What follows belongs to an exercise in optimizing a design on an open flow for small area, a short achievable clock period and few clock cycles; a production flow would make more cautious choices.
Where RTL was checked, it was by simulation tests only, not by an equivalence proof against the original.
No driver is modelled on the clock port, so clocking that relies on it looks cheaper here than on a real chip.
No activity file was given, so power comes from the tool's default toggle rates.

==> module LBP, before the edit <==
module LBP ( clk, reset, gray_addr, gray_req, gray_ready, gray_data, lbp_addr, lbp_valid, lbp_data, finish);
input   	clk;
input   	reset;
output  [13:0] 	gray_addr;
output reg         	gray_req;
input   	gray_ready;
input   [7:0] 	gray_data;
output reg  [13:0] 	lbp_addr;
output reg  	lbp_valid;
output  [7:0] 	lbp_data;
output reg  	finish;
parameter K = 6;               
localparam H = K + 2;          
localparam JW = 3;                
reg [6:0] r, x;                
reg [JW-1:0] j;                
reg [7:0] sr [0:H];            
reg xnz;                       
reg xe;                        
reg rz;                        
reg ncz;                       
reg [7:0] lq;                  
reg zq;                        
assign lbp_data = {lq[7:6], lq[5] & !zq, lq[4:0]};
assign gray_addr = {r, x};
wire colend = !ncz;
wire [6:0] r_down = r + 7'd1;
wire [6:0] r_top = r - (H-1);
wire [6:0] r_strip = {r[6:1], 1'b0};
wire [6:0] r_n = !colend ? r_down : xnz ? r_top : r_strip;
wire [6:0] x_dec = x - 7'd1;
wire [6:0] x_n = colend ? x_dec : x;
always @(posedge clk or posedge reset) begin
    if (reset) begin
        r <= 7'd0;
        x <= 7'd0;
        j <= 0;
        ncz <= 1'b0;
        xnz <= 1'b0;
        xe <= 1'b0;
        rz <= 1'b1;
        gray_req <= 1'b0;
        lbp_valid <= 1'b0;
        finish <= 1'b0;
    end else begin
        gray_req <= 1'b1;
        r <= r_n;
        x <= x_n;
        ncz <= colend | (j != 1);
        if (colend) begin
            j <= H-1;
            xnz <= (x != 7'd1);
            xe <= (x == 7'd127) | !xnz;
            rz <= xnz ? (r == H-1) | (r == H) : rz;
        end else begin
            j <= j - 1;
            rz <= (r == 7'd0);
        end
        lbp_valid <= (j <= H-3) | rz;
        finish <= finish | (lbp_valid & (lbp_addr == {7'd126, 7'd1}));
    end
end
wire [7:0] c  = sr[H];
function [1:0] cmp2;
    input [7:0] a, b;
    reg [7:0] g, e;
    reg [3:0] g1, e1;
    reg [1:0] g2, e2;
    integer k;
    begin
        g = a & ~b;
        e = ~(a ^ b);
        for (k = 0; k < 4; k = k + 1) begin
            g1[k] = g[2*k+1] | (e[2*k+1] & g[2*k]);
            e1[k] = e[2*k+1] & e[2*k];
        end
        for (k = 0; k < 2; k = k + 1) begin
            g2[k] = g1[2*k+1] | (e1[2*k+1] & g1[2*k]);
            e2[k] = e1[2*k+1] & e1[2*k];
        end
        cmp2[1] = g2[1] | (e2[1] & g2[0]) | (e2[1] & e2[0]);
        cmp2[0] = ~(g2[1] | (e2[1] & g2[0]));
    end
endfunction
wire [1:0] rdl = cmp2(gray_data, c);
wire [1:0] rlt = cmp2(sr[0], c);
wire [1:0] rul = cmp2(sr[1], c);
wire [1:0] rdn = cmp2(sr[H-1], c);
reg [H:0]   d2;    
reg [H-1:0] d4;    
reg [H-2:0] d7;    
reg         d1;    
wire [7:0] code = {d7[H-2], rdn[1], rdl[1], d4[H-1], rlt[1], d2[H], d1, rul[1]};
wire zero = rz | xe;
integer i;
always @(posedge clk) begin
    sr[0] <= gray_data;
    for (i = 1; i <= H; i = i + 1)
        sr[i] <= sr[i-1];
    d2 <= {d2[H-1:0], rdl[0]};
    d4 <= {d4[H-2:0], rlt[0]};
    d7 <= {d7[H-3:0], rul[0]};
    d1 <= rdn[0];
    lbp_addr <= {r - 7'd1, x + 7'd1};
    lq <= {zero ? 2'b0 : code[7:6], code[5], zero ? 5'b0 : code[4:0]};
    zq <= zero;
end
endmodule
clock: 4.0 ns
lec_check: 0
cap_margin: 20
core_margin: 2
core_utilization: 60
place_density: 0.8
setup_slack_margin: 2.4
slew_margin: 20
standard.sh (not shown) runs the stock make flow with config.mk's settings and CLKGATE_MAP_FILE= SYNTH_SCRIPT=/design/flow/synth_recipe.tcl, a recipe that flattens the netlist after the stock synthesis.
==> flow/flow/run.sh <==
#!/bin/bash
# Standard layout (the standard.sh), with three changes made through
# ORFS's own hooks and variables:
# - the port buffers are buf_2 cells;
# - before CTS (flow/pre_cts.tcl), flow/clock_tree.tcl builds the clock tree
#   (four clkbuf_16, driven by the clock port, each driving a quarter of the
#   flip-flops) in place of TritonCTS, and flow/split_outputs.tcl buffers the
#   address logic off the registers that drive the gray_addr ports.
# make's output goes to make.log here; ORFS's per-step logs stay in orfs/logs.
set -euo pipefail
export BUFFER_PORTS_ARGS="-buffer_cell sky130_fd_sc_hd__buf_2"
export PRE_CTS_TCL="$PWD/flow/pre_cts.tcl"
export FLOW_TREE_NB=4
export FLOW_TREE_CELL=sky130_fd_sc_hd__clkbuf_16
export FLOW_SPLIT_CELL=sky130_fd_sc_hd__buf_1
bash standard.sh > make.log 2>&1
Other scripts of this flow, unchanged in this note and not shown: flow/flow/clock_tree.tcl, flow/flow/pre_cts.tcl, flow/flow/split_outputs.tcl
Testbench counts at the start, summed over its fixed seeds: cycles 387,126.
Then changed:
--- a/flow/design.v
+++ b/flow/design.v
@@ -82,12 +82,33 @@
         cmp2[1] = g2[1] | (e2[1] & g2[0]) | (e2[1] & e2[0]);
         cmp2[0] = ~(g2[1] | (e2[1] & g2[0]));
     end
 endfunction
+function [1:0] cmp2s;
+    input [7:0] a, b;
+    reg [7:0] g, l;
+    reg [3:0] g1, l1;
+    reg [1:0] g2, l2;
+    integer k;
+    begin
+        g = a & ~b;
+        l = ~a & b;
+        for (k = 0; k < 4; k = k + 1) begin
+            g1[k] = g[2*k+1] | (~l[2*k+1] & g[2*k]);
+            l1[k] = l[2*k+1] | (~g[2*k+1] & l[2*k]);
+        end
+        for (k = 0; k < 2; k = k + 1) begin
+            g2[k] = g1[2*k+1] | (~l1[2*k+1] & g1[2*k]);
+            l2[k] = l1[2*k+1] | (~g1[2*k+1] & l1[2*k]);
+        end
+        cmp2s[1] = ~(l2[1] | (~g2[1] & l2[0]));
+        cmp2s[0] = ~(g2[1] | (~l2[1] & g2[0]));
+    end
+endfunction
 wire [1:0] rdl = cmp2(gray_data, c);
-wire [1:0] rlt = cmp2(sr[0], c);
-wire [1:0] rul = cmp2(sr[1], c);
-wire [1:0] rdn = cmp2(sr[H-1], c);
+wire [1:0] rlt = cmp2s(sr[0], c);
+wire [1:0] rul = cmp2s(sr[1], c);
+wire [1:0] rdn = cmp2s(sr[H-1], c);
 reg [H:0]   d2;    
 reg [H-1:0] d4;    
 reg [H-2:0] d7;    
 reg         d1;    
=> The changed run finished clean; sequential power is about the same; maximum frequency went down by 9.8%; routed wire length went up by 5.1%; design area went up by 1.9%; global-route usage went down by 0.24 points; total power is about the same; utilization went up by 1.3 points; critical path depth went up by 6; flip-flop and latch count stays the same; worst setup slack gets worse by 0.17 ns; area after synthesis went down by 0.73%; register-to-register slack gets worse by 0.26 ns.
For the second run of this note, only the layout was checked, not whether the RTL still works.

* * *

## main
LBP, a different RTL version from the one above (not shown whole).
Size: roughly 50 I/O pins, roughly 4500 sq um of cells after synthesis.
==> module LBP, before the edit <==
module LBP ( clk, reset, gray_addr, gray_req, gray_ready, gray_data, lbp_addr, lbp_valid, lbp_data, finish);
input   	clk;
input   	reset;
output  [13:0] 	gray_addr;
output reg         	gray_req;
input   	gray_ready;
input   [7:0] 	gray_data;
output reg  [13:0] 	lbp_addr;
output reg  	lbp_valid;
output reg  [7:0] 	lbp_data;
output reg  	finish;
parameter K = 6;               
localparam H = K + 2;          
localparam JW = $clog2(H);
reg [6:0] r, x;                
reg [JW-1:0] j;                
reg [7:0] sr [0:H];            
assign gray_addr = {r, x};
wire colend = (j == 0);
always @(posedge clk or posedge reset) begin
    if (reset) begin
        r <= 7'd0;
        x <= 7'd0;
        j <= 0;
        gray_req <= 1'b0;
        lbp_valid <= 1'b0;
        finish <= 1'b0;
    end else begin
        gray_req <= 1'b1;
        if (colend) begin
            j <= H-1;
            x <= x - 7'd1;
            r <= (x == 7'd0) ? r - {6'd0, gray_req} : r - (H-1);
        end else begin
            j <= j - 1;
            r <= r + 7'd1;
        end
        lbp_valid <= (j <= H-3) | (r[6:1] == 6'd0);
        finish <= finish | (lbp_valid & (lbp_addr == {7'd126, 7'd1}));
    end
end
function [1:0] cmp2;
    input [7:0] a, b;
    reg [7:0] g, l;
    reg [3:0] g1, l1;
    reg [1:0] g2, l2;
    integer k;
    begin
        g = a & ~b;
        l = ~a & b;
        for (k = 0; k < 4; k = k + 1) begin
            g1[k] = g[2*k+1] | (~l[2*k+1] & g[2*k]);
            l1[k] = l[2*k+1] | (~g[2*k+1] & l[2*k]);
        end
        for (k = 0; k < 2; k = k + 1) begin
            g2[k] = g1[2*k+1] | (~l1[2*k+1] & g1[2*k]);
            l2[k] = l1[2*k+1] | (~g1[2*k+1] & l1[2*k]);
        end
        cmp2[1] = ~(l2[1] | (~g2[1] & l2[0]));
        cmp2[0] = ~(g2[1] | (~l2[1] & g2[0]));
    end
endfunction
wire [7:0] c  = sr[H];
wire [1:0] rdl = cmp2(gray_data, c);
wire [1:0] rlt = cmp2(sr[0], c);
wire [1:0] rul = cmp2(sr[1], c);
wire [1:0] rdn = cmp2(sr[H-1], c);
reg [H:0]   d2;    
reg [H-1:0] d4;    
reg [H-2:0] d7;    
reg         d1;    
wire [7:0] code = {d7[H-2], rdn[1], rdl[1], d4[H-1], rlt[1], d2[H], d1, rul[1]};
wire zero = (r[6:1] == 6'd0) | (x[6:1] == 6'h3f);
integer i;
always @(posedge clk) begin
    sr[0] <= gray_data;
    for (i = 1; i <= H; i = i + 1)
        sr[i] <= sr[i-1];
    d2 <= {d2[H-1:0], rdl[0]};
    d4 <= {d4[H-2:0], rlt[0]};
    d7 <= {d7[H-3:0], rul[0]};
    d1 <= rdn[0];
    lbp_addr <= {r - 7'd1, x + 7'd1};
    lbp_data <= zero ? 8'd0 : code;
end
endmodule
==> flow/config.mk <==
export PLATFORM = sky130hd
export DESIGN_NAME = LBP
export DESIGN_NICKNAME = LBP
export VERILOG_FILES = /design/flow/design.v
export SDC_FILE = /design/flow/constraint.sdc
export NUM_CORES = 4
export LEC_CHECK = 0
export CAP_MARGIN = 20
export CORE_MARGIN = 2
export CORE_UTILIZATION = 40
export SETUP_SLACK_MARGIN = 2.1
export SLEW_MARGIN = 20
==> flow/constraint.sdc <==
create_clock -name core_clock -period 4.0 [get_ports {clk}]
set_input_delay 0.8000 -clock core_clock [delete_from_list [all_inputs] [get_ports {clk}]]
set_output_delay 0.8000 -clock core_clock [all_outputs]
set_load 0.01 [all_outputs]
==> flow/flow/run.sh <==
#!/bin/bash
# Standard layout, with the port buffers given as one buffer cell and the
# clock tree built without dummy loads. make's output goes to make.log here.
set -euo pipefail
export BUFFER_PORTS_ARGS="-buffer_cell sky130_fd_sc_hd__buf_2"
export CTS_ARGS="-sink_clustering_enable -repair_clock_nets -dont_use_dummy_load -buf_list sky130_fd_sc_hd__clkbuf_8"
bash standard.sh > make.log 2>&1
### main -> the feature branch
--- a/flow/design.v
+++ b/flow/design.v
@@ -18,6 +18,9 @@
 reg [7:0] sr [0:H];            
 assign gray_addr = {r, x};
 wire colend = (j == 0);
+wire [6:0] r_inc = r + 7'd1;
+wire [6:0] r_col = r - (H-1);
+wire [6:0] r_dec = r - 7'd1;
 always @(posedge clk or posedge reset) begin
     if (reset) begin
         r <= 7'd0;
@@ -31,11 +34,10 @@
         if (colend) begin
             j <= H-1;
             x <= x - 7'd1;
-            r <= (x == 7'd0) ? r - {6'd0, gray_req} : r - (H-1);
         end else begin
             j <= j - 1;
-            r <= r + 7'd1;
         end
+        r <= !colend ? r_inc : (x != 7'd0) ? r_col : gray_req ? r_dec : r;
         lbp_valid <= (j <= H-3) | (r[6:1] == 6'd0);
         finish <= finish | (lbp_valid & (lbp_addr == {7'd126, 7'd1}));
     end
Results
- As of the feature branch, average instance area after synthesis had fallen by a few percent compared to main.
- Of the feature branch and main, the higher slew at the pin closest to its max-slew limit belongs to the feature branch.
- Comparing main with the feature branch, the global-route usage came out essentially unchanged.
- Across both runs, synthesized cell count was higher for the feature branch than for main.
- The feature branch — synthesis-to-finish area growth 4.2 points lower, main as reference
- Global-route met2 utilization, the feature branch and main: higher on the feature branch
- On the feature branch: global routing usage on met3 is 0.15 points higher than what main gave.
- Relative to main, number of rows created at floorplan increased by 1 in the feature branch.
- Changes observed in the feature branch relative to main: wire length of the first global-routing pass +about 8%, largest voltage drop on the vdd net +about 30%, switching power as a share of total power ~0 delta.
Function was not checked in any run of this note: the RTL went through the layout flow alone.

* * *

## gamma
The RTL this note starts from:
==> flow/design.v <==
`timescale 1ns/10ps
module LBP ( clk, reset, gray_addr, gray_req, gray_ready, gray_data, lbp_addr, lbp_valid, lbp_data, finish);
input   	clk;
input   	reset;
output  [13:0] 	gray_addr;
output reg         	gray_req;
input   	gray_ready;
input   [7:0] 	gray_data;
output reg  [13:0] 	lbp_addr;
output reg  	lbp_valid;
output reg  [7:0] 	lbp_data;
output reg  	finish;
parameter K = 6;               
localparam H = K + 2;          
localparam JW = $clog2(H);
reg [6:0] r, x;                
reg [JW-1:0] j;                
reg [7:0] sr [0:H];            
assign gray_addr = {r, x};
wire colend = (j == 0);
always @(posedge clk or posedge reset) begin
    if (reset) begin
        r <= 7'd0;
        x <= 7'd0;
        j <= 0;
        gray_req <= 1'b0;
        lbp_valid <= 1'b0;
        finish <= 1'b0;
    end else begin
        gray_req <= 1'b1;
        if (colend) begin
            j <= H-1;
            x <= x - 7'd1;
            r <= (x == 7'd0) ? r - {6'd0, gray_req} : r - (H-1);
        end else begin
            j <= j - 1;
            r <= r + 7'd1;
        end
        lbp_valid <= (j <= H-3) | (r[6:1] == 6'd0);
        finish <= finish | (lbp_valid & (lbp_addr == {7'd126, 7'd1}));
    end
end
function [1:0] cmp2;
    input [7:0] a, b;
    reg [7:0] g, l;
    reg [3:0] g1, l1;
    reg [1:0] g2, l2;
    integer k;
    begin
        g = a & ~b;
        l = ~a & b;
        for (k = 0; k < 4; k = k + 1) begin
            g1[k] = g[2*k+1] | (~l[2*k+1] & g[2*k]);
            l1[k] = l[2*k+1] | (~g[2*k+1] & l[2*k]);
        end
        for (k = 0; k < 2; k = k + 1) begin
            g2[k] = g1[2*k+1] | (~l1[2*k+1] & g1[2*k]);
            l2[k] = l1[2*k+1] | (~g1[2*k+1] & l1[2*k]);
        end
        cmp2[1] = ~(l2[1] | (~g2[1] & l2[0]));
        cmp2[0] = ~(g2[1] | (~l2[1] & g2[0]));
    end
endfunction
wire [7:0] c  = sr[H];
wire [1:0] rdl = cmp2(gray_data, c);
wire [1:0] rlt = cmp2(sr[0], c);
wire [1:0] rul = cmp2(sr[1], c);
wire [1:0] rdn = cmp2(sr[H-1], c);
reg [H:0]   d2;    
reg [H-1:0] d4;    
reg [H-2:0] d7;    
reg         d1;    
wire [7:0] code = {d7[H-2], rdn[1], rdl[1], d4[H-1], rlt[1], d2[H], d1, rul[1]};
wire zero = (r[6:1] == 6'd0) | (x[6:1] == 6'h3f);
integer i;
always @(posedge clk) begin
    sr[0] <= gray_data;
    for (i = 1; i <= H; i = i + 1)
        sr[i] <= sr[i-1];
    d2 <= {d2[H-1:0], rdl[0]};
    d4 <= {d4[H-2:0], rlt[0]};
    d7 <= {d7[H-3:0], rul[0]};
    d1 <= rdn[0];
    lbp_addr <= {r - 7'd1, x + 7'd1};
    lbp_data <= zero ? 8'd0 : code;
end
endmodule
==> flow/config.mk <==
export PLATFORM = sky130hd
export DESIGN_NAME = LBP
export DESIGN_NICKNAME = LBP
export VERILOG_FILES = /design/flow/design.v
export SDC_FILE = /design/flow/constraint.sdc
export NUM_CORES = 4
export LEC_CHECK = 0
export CAP_MARGIN = 20
export CORE_MARGIN = 2
export CORE_UTILIZATION = 40
export SETUP_SLACK_MARGIN = 2.3
export SLEW_MARGIN = 20
==> flow/constraint.sdc <==
create_clock -name core_clock -period 4.0 [get_ports {clk}]
set_input_delay 0.8000 -clock core_clock [delete_from_list [all_inputs] [get_ports {clk}]]
set_output_delay 0.8000 -clock core_clock [all_outputs]
set_load 0.01 [all_outputs]
Scripts as last shown in full above: flow/flow/run.sh
Input-level comparison between delta and gamma:
diff --git a/flow/design.v b/flow/design.v
--- a/flow/design.v
+++ b/flow/design.v
@@ -15,28 +15,26 @@
 localparam JW = $clog2(H);
 reg [6:0] r, x;                
 reg [JW-1:0] j;                
 reg [7:0] sr [0:H];            
-assign gray_addr = {r, x};
+reg [13:0] ga;                 
+assign gray_addr = ga;
 wire colend = (j == 0);
+wire [6:0] r_n = !colend ? r + 7'd1 : (x == 7'd0) ? r - 7'd1 : r - (H-1);
+wire [6:0] x_n = colend ? x - 7'd1 : x;
 always @(posedge clk or posedge reset) begin
     if (reset) begin
-        r <= 7'd0;
+        r <= 7'd1;
         x <= 7'd0;
         j <= 0;
         gray_req <= 1'b0;
         lbp_valid <= 1'b0;
         finish <= 1'b0;
     end else begin
         gray_req <= 1'b1;
-        if (colend) begin
-            j <= H-1;
-            x <= x - 7'd1;
-            r <= (x == 7'd0) ? r - {6'd0, gray_req} : r - (H-1);
-        end else begin
-            j <= j - 1;
-            r <= r + 7'd1;
-        end
+        j <= colend ? H-1 : j - 1;
+        x <= x_n;
+        r <= r_n;
         lbp_valid <= (j <= H-3) | (r[6:1] == 6'd0);
         finish <= finish | (lbp_valid & (lbp_addr == {7'd126, 7'd1}));
     end
 end
@@ -73,8 +71,9 @@
 wire [7:0] code = {d7[H-2], rdn[1], rdl[1], d4[H-1], rlt[1], d2[H], d1, rul[1]};
 wire zero = (r[6:1] == 6'd0) | (x[6:1] == 6'h3f);
 integer i;
 always @(posedge clk) begin
+    ga <= {r_n, x_n};
     sr[0] <= gray_data;
     for (i = 1; i <= H; i = i + 1)
         sr[i] <= sr[i-1];
     d2 <= {d2[H-1:0], rdl[0]};
Findings:
delta: worst setup timing slack at the placement stage higher than gamma. The part of the cycle the worst path needs of delta falls short of that of gamma by 12 points. delta gives less net switching component of the power than gamma did. Lower worst hold slack was reported by gamma, not delta. The higher area growth from synthesis to final layout of gamma and delta is in gamma. NOTE flip-flop and latch count gamma->delta increased by more than 10%. Going from gamma to delta, remaining antenna violation count after routing saw little to no change, via count saw an increase, starting DRC count in detailed routing saw an increase, die span in y up 3.7%.
No functional check of the RTL was part of any run of this note.

-- afterwards: timing with drivers on the ports --
The flow's constraints put no driver on any port. The routed layouts listed below were extracted and timed again, unchanged, in two steps. Step 1 (the two cells are an assumption about what drives the block):
set clk [get_ports {clk}]
set_driving_cell -lib_cell sky130_fd_sc_hd__clkbuf_16 $clk
set_driving_cell -lib_cell sky130_fd_sc_hd__buf_2 [delete_from_list [all_inputs] $clk]
Step 2 also shifts input and output timing later by t, the mid clock arrival at the registers, as if the neighbouring blocks saw the same clock. Slacks: no drivers / after step 1 / after step 2; pairs: no drivers / after step 1.
run	shift t [ns]	slack for setup (ns)	hold WS [ns]	worst register clock-pin slew, ns
the first run of note 1	0.247	2.430 / 2.356 / 2.292	0.339 / 0.339 / 0.339	0.12 / 0.12
the second run of note 1	0.249	2.259 / 2.241 / 2.123	0.323 / 0.323 / 0.323	0.13 / 0.13
main	0.439	1.658 / 1.658 / 1.658	0.307 / 0.307 / 0.307	0.08 / 0.08
the feature branch	0.444	2.070 / 2.036 / 1.817	0.302 / 0.302 / 0.302	0.08 / 0.08
gamma	0.448	1.767 / 1.767 / 1.767	0.313 / 0.313 / 0.313	0.08 / 0.08
delta	0.438	2.248 / 2.245 / 1.971	0.317 / 0.317 / 0.317	0.09 / 0.09
After both steps every run listed still meets setup and hold. The setup slack of delta, which loses most, moves by -0.003 ns with the drivers and by -0.277 ns with both steps.
